Source: an optimization exercise on an open RTL-to-GDS flow (aim: small area). Production flows keep margins and buffers that such runs may drop. The RTL was checked by simulation tests, not by an equivalence proof against the original design. Power and IR drop assume default switching activity.

rev 12:
Design Top_project, start of the top module:
module Top_project (
    input clk,
    input reset,
    input [1:0] sw,
    input btnL,
    btnR,
    btnU,
    btnD,
    input rx,
    output tx,
    output [3:0] led,
    output [3:0] fnd_comm,
    output [7:0] fnd_font
);
clock: 12.0 ns
lec_check: 0
cap_margin: 20
core_margin: 2
core_utilization: 40
slew_margin: 20
standard.sh (not shown) runs the stock make flow with config.mk's settings and CLKGATE_MAP_FILE= SYNTH_SCRIPT=/design/flow/synth_recipe.tcl, a recipe that flattens the netlist after the stock synthesis.
==> flow/flow/run.sh <==
#!/bin/bash
# The standard layout flow (standard.sh, with its synthesis unchanged), with:
# - port buffers of the smallest buffer cell,
# - logic cells sized down before placement's repair_design, which then
#   buffers with small buffers only and sizes up wherever a limit needs it
#   (flow/downsize.tcl, generated by gen/make_downsize.py plus a dont_use
#   list of the large buffers for that step),
# - a clock tree of clkbuf_4 without dummy loads.
# ORFS writes each step's full log under orfs/logs/; make's own output goes
# to standard.log.
bash standard.sh \
  "BUFFER_PORTS_ARGS=-buffer_cell sky130_fd_sc_hd__buf_1" \
  "PRE_RESIZE_TCL=$PWD/flow/downsize.tcl" \
  "CTS_ARGS=-sink_clustering_enable -repair_clock_nets -buf_list sky130_fd_sc_hd__clkbuf_4 -dont_use_dummy_load" \
  finish > standard.log 2>&1
Other scripts of this flow, unchanged in this note and not shown: flow/flow/downsize.tcl
Modified inputs, rev 13 compared to rev 12
--- a/flow/design.v
+++ b/flow/design.v
@@ -176,29 +176,24 @@
     tens6 W_S10 (.clk(clk), .reset(reset), .clr(1'b0), .e(w_s1_wrap), .q(w_s10));
     digit10 W_M1 (.clk(clk), .reset(reset), .clr(1'b0), .e(w_m_e), .q(w_m1));
     tens6 W_M10 (.clk(clk), .reset(reset), .clr(1'b0), .e(w_m1_wrap), .q(w_m10));
     hours #(.R1(4'd2), .R10(2'd1)) W_H (.clk(clk), .reset(reset), .clr(1'b0), .e(w_h_e),
         .ones(w_h1), .tens(w_h10));
     assign fnd_comm = {~(sel[1] & sel[0]), ~(sel[1] & ~sel[0]), ~(~sel[1] & sel[0]), ~(~sel[1] & ~sel[0])};
     wire [3:0] ms10 = mode ? w_ms10 : s_ms10;
-    wire [3:0] z0 = mode ? w_ms1 : s_ms1;
-    wire [3:0] z1 = ms10;
-    wire [3:0] z2 = mode ? w_s1 : s_s1;
-    wire [2:0] z3 = mode ? w_s10 : s_s10;
-    wire z3x = z3[2] & z3[1];
-    wire [3:0] z4 = mode ? w_m1 : s_m1;
-    wire [2:0] z5 = mode ? w_m10 : s_m10;
-    wire z5x = z5[2] & z5[1];
-    wire [3:0] z6 = mode ? w_h1 : s_h1;
-    wire [1:0] z7 = mode ? w_h10 : s_h10;
-    wire [3:0] p0 = sel[1] ? z2 : z0;
-    wire [3:0] p1 = sel[1] ? {z3x, z3} : z1;
-    wire [3:0] q0 = sel[1] ? z6 : z4;
-    wire [3:0] q1 = sel[1] ? {2'b00, z7} : {z5x, z5};
-    wire [3:0] d = sw[0] ? (sel[0] ? q1 : q0) : (sel[0] ? p1 : p0);
+    reg [3:0] a0, a1, b0, b1;
+    always @(*) begin
+        case (sel[1:0])
+            2'd0: begin a0 = s_ms1; a1 = s_m1; b0 = w_ms1; b1 = w_m1; end
+            2'd1: begin a0 = s_ms10; a1 = {s_m10[2] & s_m10[1], s_m10}; b0 = w_ms10; b1 = {w_m10[2] & w_m10[1], w_m10}; end
+            2'd2: begin a0 = s_s1; a1 = s_h1; b0 = w_s1; b1 = w_h1; end
+            default: begin a0 = {s_s10[2] & s_s10[1], s_s10}; a1 = {2'b00, s_h10}; b0 = {w_s10[2] & w_s10[1], w_s10}; b1 = {2'b00, w_h10}; end
+        endcase
+    end
+    wire [3:0] d = mode ? (sw[0] ? b1 : b0) : (sw[0] ? a1 : a0);
     wire [6:0] seg;
     assign seg[0] = (d[2] & ~d[1] & ~d[0]) | (~d[3] & ~d[2] & ~d[1] & d[0]);
     assign seg[1] = (d[2] & ~d[1] & d[0]) | (~d[3] & d[2] & d[1] & ~d[0]);
     assign seg[2] = ~d[3] & ~d[2] & d[1] & ~d[0];
     assign seg[3] = (d[2] & ~d[1] & ~d[0]) | (d[2] & d[1] & d[0]) | (~d[3] & ~d[2] & ~d[1] & d[0]);
     assign seg[4] = d[0] | (d[2] & ~d[1]);
     assign seg[5] = ~((~d[1] & ~d[0]) | (d[2] & ~d[0]) | (d[2] & ~d[1]) | d[3]);
==> comparison <==
Rev 13 ended with every stage complete and zero timing, DRC or antenna violations.
Rev 13 against rev 12: worst slack at placement higher; first-pass GRT wire length went up 120 µm; via total after detailed routing went up; estimated wirelength of the detail-placed design rose 4.6%; total power shrank by about 10%.
[compare] base=rev 12 new=rev 13: global-route usage has remained practically unchanged; highest clock frequency the design can meet climbed 0.012 GHz; share of power burned in the clock network now larger.
[compare] base=rev 12 new=rev 13: setup clock skew after layout shrank by 15 ps, clock period minus worst slack now sits lower, wire length now sits higher, final weighted congestion of routability-driven global placement held, area fraction in and, or, nand and nor cells after synthesis about even.


Top_project again, from the RTL that the note above started with.
export LEC_CHECK = 0
export CAP_MARGIN = 20
export CORE_MARGIN = 2
export CORE_UTILIZATION = 40
export SLEW_MARGIN = 20
create_clock -name core_clock -period 12.0 [get_ports {clk}]
==> flow/flow/run.sh <==
#!/bin/bash
# The standard layout flow (standard.sh, unchanged synthesis), with:
# - port buffers of the smallest buffer cell,
# - logic cells sized down before the placement's repair_design
#   (flow/downsize.tcl), which sizes up again wherever limits need it,
# - a clock tree of clkbuf_4 without dummy loads.
# ORFS writes each step's log under orfs/logs; make's output goes to
# standard.log.
bash standard.sh \
  "BUFFER_PORTS_ARGS=-buffer_cell sky130_fd_sc_hd__buf_1" \
  "PRE_RESIZE_TCL=$PWD/flow/downsize.tcl" \
  "CTS_ARGS=-sink_clustering_enable -repair_clock_nets -buf_list sky130_fd_sc_hd__clkbuf_4 -dont_use_dummy_load" \
  finish > standard.log 2>&1
Other scripts of this flow, unchanged in this note and not shown: flow/flow/downsize.tcl
Change:
--- a/flow/design.v
+++ b/flow/design.v
@@ -43,59 +43,59 @@
     wire tick = (cq != 2'd0) & bc0;
     wire bc1 = ~bc[5] & ~bc[4] & ~bc[3] & ~bc[2] & ~bc[1] & bc[0];
     wire bc4 = ~bc[5] & ~bc[4] & bc[3] & bc[2] & bc[1] & bc[0];
     wire bc5 = bc[4] & bc[3] & bc[2] & bc[1] & bc[0];
     reg [3:0] rh;
     reg rl3;
     reg [2:0] rlo;
     wire [3:0] rl = {rl3, rlo};
     reg [7:0] rdata;
-    wire r_idle = ~rh[3] & rh[2] & ~rl3;
-    wire r_end = tick & ~rh[3] & ~rh[2] & rh[0] & ~rl[3] & rl[2] & rl[1] & rl[0];
+    wire r_idle = ~rl3 & (rh == 4'd0);
+    wire r_end = tick & rh[3] & rh[1] & ~rl[3] & rl[2] & rl[1] & rl[0];
     wire rl15 = &rl;
-    wire r_sample = tick & rl15 & rh[3];
+    wire r_sample = tick & rl15 & (rh[3] ? ~rh[1] & ~rh[0] : (rh[2] | rh[1] | rh[0]));
     always @(posedge clk, posedge reset) begin
         if (reset) begin
-            rh <= 4'd7;
+            rh <= 4'd0;
             rl3 <= 1'b0;
         end else if (r_idle) begin
             rl3 <= ~rx;
         end else if (r_end) begin
-            rh <= 4'd7;
+            rh <= 4'd0;
             rl3 <= 1'b0;
         end else if (tick) begin
             rl3 <= rl3 ^ (&rlo);
             if (rl15) rh <= rh + 4'd1;
         end
     end
     always @(posedge clk) begin
         if (r_idle | r_end) rlo <= 3'd0;
         else if (tick) rlo <= rlo + 3'd1;
     end
     always @(posedge clk) begin
         if (r_sample) rdata <= {rx, rdata[7:1]};
     end
     reg [3:0] th, tl;
-    wire [2:0] tp = th[2:0] - (rh[2:0] & {3{rh[3]}});
+    wire [2:0] tp = th[2:0] - {rh[2:1], rh[0] | (rh == 4'd0)};
     reg tx_reg;
-    wire t_idle = ~th[3] & ~th[2] & th[0];
-    wire t_load = ~th[3] & ~th[2] & th[1] & bc4;
+    wire t_idle = th[3] & th[1];
+    wire t_load = th[3] & th[1] & th[0] & bc4;
     wire tl0 = (tl == 4'd0);
-    wire c_pulse = ~th[3] & th[2] & tl0 & bc5;
+    wire c_pulse = (th == 4'd0) & tl0 & bc5;
     always @(posedge clk, posedge reset) begin
         if (reset) begin
-            th <= 4'd1;
+            th <= 4'd10;
             tx_reg <= 1'b1;
         end else begin
-            if (r_end) th <= 4'd3;
-            else if (t_load) th <= 4'd7;
+            if (r_end) th <= 4'd11;
+            else if (t_load) th <= 4'd0;
             else if (tick & ~t_idle & (&tl)) th <= th + 4'd1;
-            if ((bc1 & tl0) | c_pulse) tx_reg <= th[3] ? rdata[tp] : ~th[2];
+            if ((bc1 & tl0) | c_pulse) tx_reg <= (th[3] & (th[1] | th[0])) | ((th != 4'd0) & rdata[tp]);
         end
     end
     always @(posedge clk, posedge reset) begin
         if (reset) tl <= 4'd0;
         else if (r_end) tl <= 4'd0;
         else if (tick & ~t_idle) tl <= tl + 4'd1;
     end
     assign tx = tx_reg;
     wire c_v = c_pulse & ~rdata[7] & rdata[6];
Effect: Clock-buffer cell count stays the same. Final area came out higher by 1.0%. Global-route usage went down by 0.17 points. Core utilization rises by 0.12 points. Area after synthesis increases by 1.2%. Routed wire length goes up by 2.7%. Setup slack improved by 0.058 ns. Die area went up by 1.2%. Critical path depth stays the same. Total power falls by 2.1%. Maximum frequency rose by 0.79%.


Another version of the RTL of Top_project (not shown whole).
For scale: about 620 cells after synthesis, about 120 flip-flops, about 26 I/O pins, about 6500 sq um of cells after synthesis.
Settings: LEC_CHECK=0, CAP_MARGIN=20, CORE_MARGIN=2, CORE_UTILIZATION=40, SLEW_MARGIN=20; clock period 12.0 ns.
Scripts as last shown in full above: flow/flow/run.sh
Other scripts of this flow, unchanged in this note and not shown: flow/flow/downsize.tcl
Edit:
--- a/flow/design.v
+++ b/flow/design.v
@@ -68,49 +68,42 @@
         end
     end
     always @(posedge clk) begin
         if (r_idle | r_end) rlo <= 3'd0;
         else if (tick) rlo <= rlo + 3'd1;
     end
     always @(posedge clk) begin
         if (r_sample) rdata <= {rx, rdata[7:1]};
     end
     reg [3:0] th, tl;
-    reg [2:0] tp;
+    wire [2:0] tp = th[2:0] - {rh[2:1], rh[0] | (rh == 4'd0)};
     reg tx_reg;
     wire t_idle = th[3] & th[1];
     wire t_load = th[3] & th[1] & th[0] & bc4;
     wire tl0 = (tl == 4'd0);
     wire c_pulse = (th == 4'd0) & tl0 & bc5;
-    wire t_data = (th != 4'd0) & ~(th[3] & (th[1] | th[0]));   
-    wire t_read = bc1 & tl0 & t_data;
     always @(posedge clk, posedge reset) begin
         if (reset) begin
             th <= 4'd10;
             tx_reg <= 1'b1;
         end else begin
             if (r_end) th <= 4'd11;
             else if (t_load) th <= 4'd0;
             else if (tick & ~t_idle & (&tl)) th <= th + 4'd1;
             if ((bc1 & tl0) | c_pulse) tx_reg <= (th[3] & (th[1] | th[0])) | ((th != 4'd0) & rdata[tp]);
         end
     end
     always @(posedge clk, posedge reset) begin
         if (reset) tl <= 4'd0;
         else if (r_end) tl <= 4'd0;
         else if (tick & ~t_idle) tl <= tl + 4'd1;
     end
-    always @(posedge clk) begin
-        if (r_end) tp <= 3'd0;
-        else if (t_read) tp <= tp + 3'd1;
-        else if (r_sample) tp <= tp - 3'd1;
-    end
     assign tx = tx_reg;
     wire c_v = c_pulse & ~rdata[7] & rdata[6];
     wire c_L = c_v & ((rdata[4] & rdata[3:0] == 4'h2) | (~rdata[4] & rdata[3:0] == 4'h8));
     wire c_R = c_v & ~rdata[4] & (rdata[3:0] == 4'h3);
     wire c_U = c_v & rdata[4] & (rdata[3:0] == 4'h3);
     wire c_D = c_v & ~rdata[4] & (rdata[3:0] == 4'hd);
     wire d_L, d_R, d_U, d_D;
     debounce U_dL (.clk(clk), .reset(reset), .t4(t4), .i_btn(btnL), .o_btn(d_L));
     debounce U_dR (.clk(clk), .reset(reset), .t4(t4), .i_btn(btnR), .o_btn(d_R));
     debounce U_dU (.clk(clk), .reset(reset), .t4(t4), .i_btn(btnU), .o_btn(d_U));
What happened: The new run finished clean. Clock power hardly moves. Cell area shrinks by 2.6%. Routed wire length increases by 0.34%. Synthesized area decreases by 2.0%. Setup slack gets worse by 0.52 ns. Final cell count shrinks by 2.2%. Global-route usage climbs by 0.80 points. Power shrinks by 0.37%.

-- afterwards: timing with drivers on the ports --
Ports are ideal in the flow. The routed layouts listed here were re-timed in OpenROAD. Step 1 assumes that a clkbuf_16 drives the clock port and a buf_2 every other input. Step 2 moves the port delays by t, midway between the first and last clock arrival at a register: inputs arrive t later, outputs are due t later. That takes back most of the time a late clock gives input paths. Three values: ideal, step 1, step 2; two values: the first two.
run | t, ns | slack for setup (ns) | hold slack, ns | latest minus earliest clock arrival (ns) | worst slew at a driven data input, ns
rev 12 | 0.532 | 4.537 / 4.514 / 4.514 | 0.403 / 0.403 / 0.403 | 0.035 / 0.035 | 0.03
rev 13 | 0.528 | 5.131 / 5.101 / 5.101 | 0.428 / 0.428 / 0.428 | 0.018 / 0.018 | 0.04
the first run of note 2 | 0.538 | 4.599 / 4.576 / 4.576 | 0.430 / 0.430 / 0.430 | 0.032 / 0.032 | 0.03
the second run of note 2 | 0.530 | 4.658 / 4.636 / 4.636 | 0.424 / 0.424 / 0.424 | 0.031 / 0.031 | 0.03
the first run of note 3 | 0.554 | 5.240 / 5.215 / 5.215 | 0.461 / 0.461 / 0.461 | 0.027 / 0.026 | 0.04
the second run of note 3 | 0.532 | 4.719 / 4.673 / 4.673 | 0.421 / 0.421 / 0.421 | 0.039 / 0.039 | 0.05
After both steps setup and hold are still met in every run listed. The setup slack of the second run of note 3, which loses most, moves by -0.046 ns with the drivers and by -0.046 ns with both steps.
